What follows belongs to an exercise in optimizing a design on an open flow for small area and a short achievable clock period; a production flow would make more cautious choices.
At most, simulation tests tie the RTL to the original design; equivalence was not proved.
Power is estimated from default activity; no workload was simulated.

Design alu_stage, start of the top module:
module alu_stage(input clk, input [15:0] a, b, input [3:0] funct,
				output [15:0] out, output [15:0] r15);
For scale: roughly 2300 cells after synthesis, about 19000 um2 of cells after synthesis.
==> module divrow, before the edit <==
module divrow #(parameter W = 15)
	(input [W-1:0] rs, input [15:0] bx, input cin,
	 output q, output [W-1:0] r);
localparam N = W + 1;
localparam LV = $clog2(N);
wire [W-1:0] g = rs & bx[W-1:0];
wire [W-1:0] p = rs ^ bx[W-1:0];
wire [N-1:0] G [0:LV];
wire [N-1:0] P [0:LV];
assign G[0] = {g, cin};
assign P[0] = {p, 1'b0};
genvar l, i;
generate for (l = 0; l < LV; l = l + 1) begin : lvl
	for (i = 0; i < N; i = i + 1) begin : pos
		if (((i >> l) & 1) == 1) begin : merge
			assign G[l+1][i] = G[l][i] | (P[l][i] & G[l][((i >> l) << l) - 1]);
			assign P[l+1][i] = P[l][i] & P[l][((i >> l) << l) - 1];
		end else begin : pass
			assign G[l+1][i] = G[l][i];
			assign P[l+1][i] = P[l][i];
		end
	end
end endgenerate
wire [W:0] c = G[LV];
wire hi;
if (W < 16) begin : h
	assign hi = &bx[15:W];
end else begin : h16
	assign hi = 1'b1;
end
assign q = c[W] & hi;
assign r = q ? (p ^ c[W-1:0]) : rs;
endmodule
==> module alu_stage, before the edit <==
module alu_stage(input clk, input [15:0] a, b, input [3:0] funct,
				output [15:0] out, output [15:0] r15);
localparam J = 6;
localparam K = 13;
wire is_div = (funct == 4'b0101);
wire is_mul = (funct == 4'b0100);
wire is_add = (funct == 4'b0000);
wire is_sub = (funct == 4'b0001);
wire sa = a[15], sb = b[15];
wire [14:0] A = a[14:0] ^ {15{sa}};
wire [15:0] bx = sb ? b : ~b;
wire cin = ~sb;
wire bz = (b == 16'd0);
wire [15:0] sum = a + (is_sub ? ~b : b) + {15'd0, is_sub};
wire [14:0] r1 [0:J];
wire [14:0] q1;
assign r1[0] = 15'd0;
genvar j;
generate for (j = 1; j <= J; j = j + 1) begin : s1row
	wire [j-1:0] rr;
	wire [j-1:0] rs;
	if (j == 1) begin : first
		assign rs = A[14];
	end else begin : next
		assign rs = {r1[j-1][(j>1?j-2:0):0], A[15-j]};
	end
	divrow #(.W(j)) u(.rs(rs), .bx(bx), .cin(cin), .q(q1[15-j]), .r(rr));
	assign r1[j] = {{(15-j){1'b0}}, rr};
end endgenerate
reg [15:0] x1_q, y1_q;
reg [J-1:0] ra_q;
reg div1_q, mul1_q, sa1_q, cin1_q;
always @(posedge clk) begin
	x1_q   <= is_div ? {bz, q1[14:15-J], A[14-J:0]} :
	          is_mul ? a : ((is_add | is_sub) ? sum : 16'd0);
	y1_q   <= is_div ? bx : (is_mul ? b : 16'd0);
	ra_q   <= r1[J][J-1:0];
	div1_q <= is_div;
	mul1_q <= is_mul;
	sa1_q  <= sa;
	cin1_q <= cin;
end
wire [31:0] prod;
mul16 u_mul(.a(x1_q), .b(y1_q), .p(prod));
wire [14:0] r2 [J:K];
wire [14:0] q2;
assign r2[J] = {{(15-J){1'b0}}, ra_q};
generate for (j = J + 1; j <= K; j = j + 1) begin : s2row
	wire [j-1:0] rr;
	divrow #(.W(j)) u(.rs({r2[j-1][j-2:0], x1_q[15-j]}), .bx(y1_q), .cin(cin1_q), .q(q2[15-j]), .r(rr));
	assign r2[j] = {{(15-j){1'b0}}, rr};
end endgenerate
reg [15:0] x2_q, y2_q;
reg [14:0] rb_q;
reg div2_q, sa2_q, cin2_q;
always @(posedge clk) begin
	x2_q   <= div1_q ? {x1_q[15:15-J], q2[14-J:15-K], x1_q[14-K:0]} :
	          (mul1_q ? prod[15:0] : x1_q);
	y2_q   <= mul1_q ? prod[31:16] : y1_q;
	rb_q   <= r2[K][14:0];
	div2_q <= div1_q;
	sa2_q  <= sa1_q;
	cin2_q <= cin1_q;
end
wire [14:0] r3 [K:14];
wire [14:0] q3;
assign r3[K] = rb_q;
generate for (j = K + 1; j <= 14; j = j + 1) begin : s3row
	wire [j-1:0] rr;
	divrow #(.W(j)) u(.rs({r3[j-1][j-2:0], x2_q[15-j]}), .bx(y2_q), .cin(cin2_q), .q(q3[15-j]), .r(rr));
	assign r3[j] = {{(15-j){1'b0}}, rr};
end endgenerate
wire [14:0] rs15 = {r3[14][13:0], x2_q[0]};
wire [17:0] t15 = {3'b000, rs15} + {2'b01, y2_q} + {17'd0, cin2_q};
assign q3[0] = t15[17];
wire [14:0] rf = t15[17] ? t15[14:0] : rs15;
wire eq_t = &({1'b0, t15[14:0]} ^ y2_q ^ {t15[14:0] & y2_q[14:0], cin2_q});
wire eq_s = &({1'b0, rs15} ^ y2_q ^ {rs15 & y2_q[14:0], cin2_q});
wire eq = t15[17] ? eq_t : eq_s;
wire c  = sa2_q & eq;
wire [15:0] qf = {x2_q[15:15-K], q3[14-K:0]};
wire nq = (sa2_q ^ ~cin2_q) & ~x2_q[15];
wire [15:0] qn = qf ^ {16{nq}};
localparam L = 15 - K;
wire [15-L:0] hi = qn[15:L];
wire [15-L:0] hi_inc = hi + 1'b1;
wire [L:0] lo = {1'b0, qn[L-1:0]} + {{L{1'b0}}, c ^ nq};
wire [15:0] qo = {lo[L] ? hi_inc : hi, lo[L-1:0]};
wire [15:0] ro = ({1'b0, rf} ^ {16{sa2_q}}) & {16{~c}};
assign out = div2_q ? qo : x2_q;
assign r15 = div2_q ? ro : y2_q;
endmodule
export LEC_CHECK = 0
export CAP_MARGIN = 20
export CORE_MARGIN = 2
export CORE_UTILIZATION = 75
export SLEW_MARGIN = 20
create_clock -name core_clock -period 33.0 [get_ports {clk}]
standard.sh (not shown) runs the stock make flow with config.mk's settings and CLKGATE_MAP_FILE= SYNTH_SCRIPT=/design/flow/synth_recipe.tcl, a recipe that flattens the netlist after the stock synthesis.
==> flow/flow/run.sh <==
#!/bin/bash
# Standard layout, with the setup repair asked to over-fix so the critical
# paths get sized for speed (the clock period and constraints are unchanged).
bash standard.sh SETUP_SLACK_MARGIN=19 finish > standard.log 2>&1
The first run finished with timing, DRC and antenna clean.
Next try:
--- a/flow/design.v
+++ b/flow/design.v
@@ -1,37 +1,11 @@
 module divrow #(parameter W = 15)
 	(input [W-1:0] rs, input [15:0] bx, input cin,
 	 output q, output [W-1:0] r);
-localparam N = W + 1;
-localparam LV = $clog2(N);
-wire [W-1:0] g = rs & bx[W-1:0];
-wire [W-1:0] p = rs ^ bx[W-1:0];
-wire [N-1:0] G [0:LV];
-wire [N-1:0] P [0:LV];
-assign G[0] = {g, cin};
-assign P[0] = {p, 1'b0};
-genvar l, i;
-generate for (l = 0; l < LV; l = l + 1) begin : lvl
-	for (i = 0; i < N; i = i + 1) begin : pos
-		if (((i >> l) & 1) == 1) begin : merge
-			assign G[l+1][i] = G[l][i] | (P[l][i] & G[l][((i >> l) << l) - 1]);
-			assign P[l+1][i] = P[l][i] & P[l][((i >> l) << l) - 1];
-		end else begin : pass
-			assign G[l+1][i] = G[l][i];
-			assign P[l+1][i] = P[l][i];
-		end
-	end
-end endgenerate
-wire [W:0] c = G[LV];
-wire hi;
-if (W < 16) begin : h
-	assign hi = &bx[15:W];
-end else begin : h16
-	assign hi = 1'b1;
-end
-assign q = c[W] & hi;
-assign r = q ? (p ^ c[W-1:0]) : rs;
+wire [17:0] t = {{(18-W){1'b0}}, rs} + {2'b01, bx} + {17'd0, cin};
+assign q = t[17];
+assign r = t[17] ? t[W-1:0] : rs;
 endmodule
 module mul16(input [15:0] a, input [15:0] b, output [31:0] p);
 wire pp_0_0 = a[0] & b[0];
 wire pp_0_1 = a[0] & b[1];
 wire pp_0_2 = a[0] & b[2];
@@ -774,33 +748,23 @@
 	rb_q   <= r2[K][14:0];
 	div2_q <= div1_q;
 	sa2_q  <= sa1_q;
 	cin2_q <= cin1_q;
 end
-wire [14:0] r3 [K:14];
+wire [14:0] r3 [K:15];
 wire [14:0] q3;
 assign r3[K] = rb_q;
-generate for (j = K + 1; j <= 14; j = j + 1) begin : s3row
+generate for (j = K + 1; j <= 15; j = j + 1) begin : s3row
 	wire [j-1:0] rr;
 	divrow #(.W(j)) u(.rs({r3[j-1][j-2:0], x2_q[15-j]}), .bx(y2_q), .cin(cin2_q), .q(q3[15-j]), .r(rr));
 	assign r3[j] = {{(15-j){1'b0}}, rr};
 end endgenerate
-wire [14:0] rs15 = {r3[14][13:0], x2_q[0]};
-wire [17:0] t15 = {3'b000, rs15} + {2'b01, y2_q} + {17'd0, cin2_q};
-assign q3[0] = t15[17];
-wire [14:0] rf = t15[17] ? t15[14:0] : rs15;
-wire eq_t = &({1'b0, t15[14:0]} ^ y2_q ^ {t15[14:0] & y2_q[14:0], cin2_q});
-wire eq_s = &({1'b0, rs15} ^ y2_q ^ {rs15 & y2_q[14:0], cin2_q});
-wire eq = t15[17] ? eq_t : eq_s;
-wire c  = sa2_q & eq;
 wire [15:0] qf = {x2_q[15:15-K], q3[14-K:0]};
-wire nq = (sa2_q ^ ~cin2_q) & ~x2_q[15];
-wire [15:0] qn = qf ^ {16{nq}};
-localparam L = 15 - K;
-wire [15-L:0] hi = qn[15:L];
-wire [15-L:0] hi_inc = hi + 1'b1;
-wire [L:0] lo = {1'b0, qn[L-1:0]} + {{L{1'b0}}, c ^ nq};
-wire [15:0] qo = {lo[L] ? hi_inc : hi, lo[L-1:0]};
-wire [15:0] ro = ({1'b0, rf} ^ {16{sa2_q}}) & {16{~c}};
+wire [15:0] rf = {1'b0, r3[15]};
+wire eq = &(rf ^ y2_q ^ {rf[14:0] & y2_q[14:0], cin2_q});
+wire c  = sa2_q & eq;
+wire nq = (sa2_q ^ ~cin2_q) & ~qf[15];
+wire [15:0] qo = (qf ^ {16{nq}}) + {15'd0, c ^ nq};
+wire [15:0] ro = (rf ^ {16{sa2_q}}) & {16{~c}};
 assign out = div2_q ? qo : x2_q;
 assign r15 = div2_q ? ro : y2_q;
 endmodule
Effect: Sequential share of layout area came out higher by 0.34 points; non-clock buffer count came out lower by 30; maximum frequency came out higher by 1.2%; count of clock-buffer cells in the layout came out lower by 1; power came out lower by 3.1%; synthesized area came out lower by 1.3%; global-route usage came out lower by 0.15 points; clock skew barely changes; critical path depth came out lower by 4; via count came out lower by 1.6%; die area came out lower by 1.3%.
Function not checked in the first run of this note: the RTL went through the layout flow alone.

==> what the ideal ports hide <==
Ports are ideal in the flow. The routed layouts listed here were re-timed in OpenROAD. Step 1 (the two cells are an assumption about what drives the block):
set clk [get_ports {clk}]
set_driving_cell -lib_cell sky130_fd_sc_hd__clkbuf_16 $clk
set_driving_cell -lib_cell sky130_fd_sc_hd__buf_2 [delete_from_list [all_inputs] $clk]
Step 2, shift: input delay + t, output delay - t, t = (earliest + latest rising clock arrival at the registers) / 2. This alone moves slack from input paths to output paths. a / b / c = no drivers / after step 1 / after step 2; a / b = the first two.
run | t (ns) | setup WS [ns] | pins driven straight from the clock port
the first run | 0.404 | 19.000 / 18.948 / 18.736 | 1
the second run | 0.413 | 19.165 / 19.115 / 18.828 | 1
After both steps every run listed still meets setup and hold. For the second run, which loses most, drivers alone change the setup slack by -0.050 ns; drivers and shift together by -0.337 ns.
